This is an optimization exercise on Yosys and OpenROAD, whose aim is small area, not a production implementation. In this exercise RTL edits were held to simulation tests only and were not proved equivalent to the original. Power and IR drop assume default switching activity.

==> trial 4 <==
Design slide_puzzle, start of the top module:
module slide_puzzle(
	input clk,
	input resetn,
	input [3: 0] KEY,
	output [7: 0] x,
	output [6: 0] y,
	output [2: 0] colour,
	output [6: 0] HEX0,
	output [6: 0] HEX1,
	output [6: 0] HEX2,
	output [6: 0] HEX3,
	output [6: 0] HEX4,
	output [6: 0] HEX5
);
Settings: LEC_CHECK=0, ABC_AREA=1, CAP_MARGIN=20, CORE_MARGIN=2, CORE_UTILIZATION=40, CTS_BUF_LIST=sky130_fd_sc_hd__clkbuf_8, CTS_CLUSTER_DIAMETER=110, CTS_CLUSTER_SIZE=14, SLEW_MARGIN=20; clock period 20.0 ns.
run.sh (not shown) runs the stock make flow with config.mk's settings and CLKGATE_MAP_FILE= SYNTH_SCRIPT=/design/flow/synth_recipe.tcl, a recipe that flattens the netlist after the stock synthesis.
==> inputs of trial 54, as changes to trial 4 <==
==> flow/flow/run.sh (new file) <==
#!/bin/bash
# Layout flow: the standard flow, with one step added after synthesis and
# one setting changed.
# - After the standard synthesis (standard.sh synth, unchanged), the
#   combinational logic of its netlist is re-mapped by ABC with an
#   area-oriented script (abc_area.abc); every register instance keeps its
#   name and cell. resynth.py proves the result equivalent to the standard
#   netlist (Yosys, registers paired by name) before it replaces it.
# - The port buffers are buf_1 cells.
# The layout steps are standard.sh's. Each tool's output is in its own log.
set -euo pipefail
WORK=$(pwd)
RES=$WORK/orfs/results/$FLOW_PLATFORM/slide_puzzle/base
LIB=$FLOW_HOME/platforms/$FLOW_PLATFORM/lib/sky130_fd_sc_hd__tt_025C_1v80.lib

# 1. the standard synthesis
bash $WORK/standard.sh synth > $WORK/synth.log 2>&1
cp $RES/1_2_yosys.v $WORK/standard_netlist.v

# 2. re-map the logic; the new netlist replaces the standard one (make then
#    rebuilds 1_synth.odb from it)
python3 $WORK/flow/resynth.py $WORK/standard_netlist.v $WORK/resynth.v $LIB $WORK/flow/abc_area.abc $WORK > $WORK/resynth_py.log 2>&1
cp $WORK/resynth.v $RES/1_2_yosys.v
touch $RES/1_2_yosys.v

# 3. layout
export BUFFER_PORTS_ARGS="-buffer_cell sky130_fd_sc_hd__buf_1"
bash $WORK/standard.sh > $WORK/layout.log 2>&1
==> flow/flow/abc_area.abc (new file) <==
strash
&get -n
&deepsyn -T 300
&put
dch -f
amap
strash
dch -f
amap
==> flow/flow/resynth.py (new file) <==
#!/usr/bin/env python3
"""Re-maps the combinational logic of bench's standard synthesis netlist with
ABC (abc_area.abc), keeping every register instance (name, cell, pins) as the
standard synthesis made it, then proves the new netlist equivalent to the
standard one with Yosys (registers paired by instance name). Writes the new
netlist only when the proof succeeds.

usage: resynth.py STANDARD_NETLIST OUT_NETLIST LIBERTY ABC_SCRIPT WORKDIR"""
import re, subprocess, sys, os

std, out, lib, abc, work = sys.argv[1:6]
src = open(std).read()
cells = sorted(set(re.findall(r"\b(sky130_fd_sc_hd__\w+)\s+\S+\s*\(", src)))
seq = [c for c in cells if re.match(r"sky130_fd_sc_hd__(sed|ed|sd|d)f\w*$|sky130_fd_sc_hd__dl[xr]\w*$|\w*dlclkp\w*$", c)]
assert seq, "no registers found"

new = os.path.join(work, "resynth_all.v")
ys = os.path.join(work, "resynth.ys")
open(ys, "w").write(f"""
read_liberty -ignore_miss_func {lib}
read_verilog {std}
hierarchy -top slide_puzzle
setattr -mod -set keep_hierarchy 1 {' '.join(seq)}
flatten
select -module slide_puzzle
opt_clean
abc -script {abc} -liberty {lib} -dont_use *probe* -dont_use *lpflow*
opt_clean -purge
hilomap -singleton -hicell sky130_fd_sc_hd__conb_1 HI -locell sky130_fd_sc_hd__conb_1 LO
insbuf -buf sky130_fd_sc_hd__buf_1 A X
opt_clean -purge
select -clear
blackbox {' '.join(seq)}
stat -liberty {lib}
write_verilog -noattr -nohex -nodec {new}
""")
subprocess.run(["yosys", "-s", ys], check=True, stdout=open(os.path.join(work, "resynth.log"), "w"), stderr=subprocess.STDOUT)

# the same register instances, each in the same cell
reg = re.compile(r"\b(sky130_fd_sc_hd__\w+)\s+(\S+)\s*\(")
def regs(text):
    return sorted((n, c) for c, n in reg.findall(text) if c in seq)
got = open(new).read()
assert regs(got) == regs(src), "registers differ from the standard synthesis"
assert "assign" not in got, "netlist has assign statements"

eq = os.path.join(work, "equiv.ys")
open(eq, "w").write(f"""
read_liberty -ignore_miss_func {lib}
read_verilog {std}
rename slide_puzzle gold
read_verilog {new}
rename slide_puzzle gate
flatten gold gate
opt_clean
equiv_make gold gate eq
hierarchy -top eq
equiv_simple
equiv_status -assert
""")
subprocess.run(["yosys", "-s", eq], check=True, stdout=open(os.path.join(work, "equiv.log"), "w"), stderr=subprocess.STDOUT)
os.replace(new, out)
print("resynthesized netlist written to", out)
==> flow/standard.sh (new file) <==
#!/bin/bash
# synth_recipe.tcl (not shown) runs the flow's synth.tcl, then flattens the netlist and writes it again
# the make line also repeats each setting of config.mk as NAME=value (left out here)
make -C /OpenROAD-flow-scripts/flow DESIGN_CONFIG=/design/flow/config.mk WORK_HOME=/design/flow/orfs CLKGATE_MAP_FILE= SYNTH_SCRIPT=/design/flow/synth_recipe.tcl "${@:-finish}"
removed: flow/run.sh
==> notes <==
- In trial 54 the final area is smaller than in trial 4, by about 25%.
- Sequential cell count is the same in trial 4 and trial 54.
- Against trial 54, the die area of trial 4 is larger by 34%.
- Of trial 54 and trial 4, trial 54 has the higher sequential share of layout area (gap 9.3 points).
- Wire length: trial 54 is smaller than trial 4 (8.4%).
- In trial 54 the maximum frequency is larger than in trial 4, by 4.8%.
- In trial 54 the core utilization is higher than in trial 4, by 0.62 points.
- Of trial 4 and trial 54, trial 54 has the higher global-route usage (gap 5.2 points).
- Of trial 4 and trial 54, trial 4 has the higher clock skew (gap 0.018 ns).
==> figures <==
quantity	trial 4	trial 54
Status	complete, no violations	complete, no violations
Crit-path slowest cell	clkdlybuf4s50_1	dfxtp_1
Avg Inst Size Synth	6.92 µm²	7.26 µm²
Hold endpoint	g0.g1.f0.moveTo[3]	g0.g1.f0.moveTo[4]
Int Power	1.29 mW	1.15 mW
Clock Skews	0.0654 ns	0.0474 ns
Depth of the worst register-to-register path	18	14
Clock Buffer Count	39	38
Routed length on met2	38100 µm	35300 µm
Sequential portion of the cell area	28.0%	37.3%
Worst setup timing slack at the placement stage	4.19 ns	4.93 ns
Final critical delay including setup and external delays	16.64 ns	15.88 ns
First-pass GRT wire length	139000 µm	122000 µm
Global placement routability congestion	0.987	1.00
Pin count of the biggest net entering global routing	55	59
Worst path setup slack after routing	3.36 ns	4.12 ns
Starting Density	40.4%	40.5%
Share of the final layout cell area in multi-input gates	55.3%	47.9%
Portion of the clock cycle consumed by the worst path in the final layout	83.2%	79.4%

-- what the ideal ports hide --
How much do the figures lean on ideal ports? The routed layouts below were timed once more, with nothing changed but the port constraints.
Step 1, drivers: a clkbuf_16 drives clk and a buf_2 each remaining input, both assumed.
Step 2, shift: input delay + t, output delay - t, t = (earliest + latest rising clock arrival at the registers) / 2. This alone moves slack from input paths to output paths.
Three values: no drivers, after step 1, after step 2; two values: the first two.
| run | t (ns) | setup WS [ns] | worst setup path at the end |
|---|---|---|---|
| trial 4 | 0.691 | 3.362 / 3.307 / 3.998 | register to output |
| trial 54 | 0.702 | 4.119 / 4.061 / 4.763 | register to output |
After both steps every run listed still meets setup and hold.
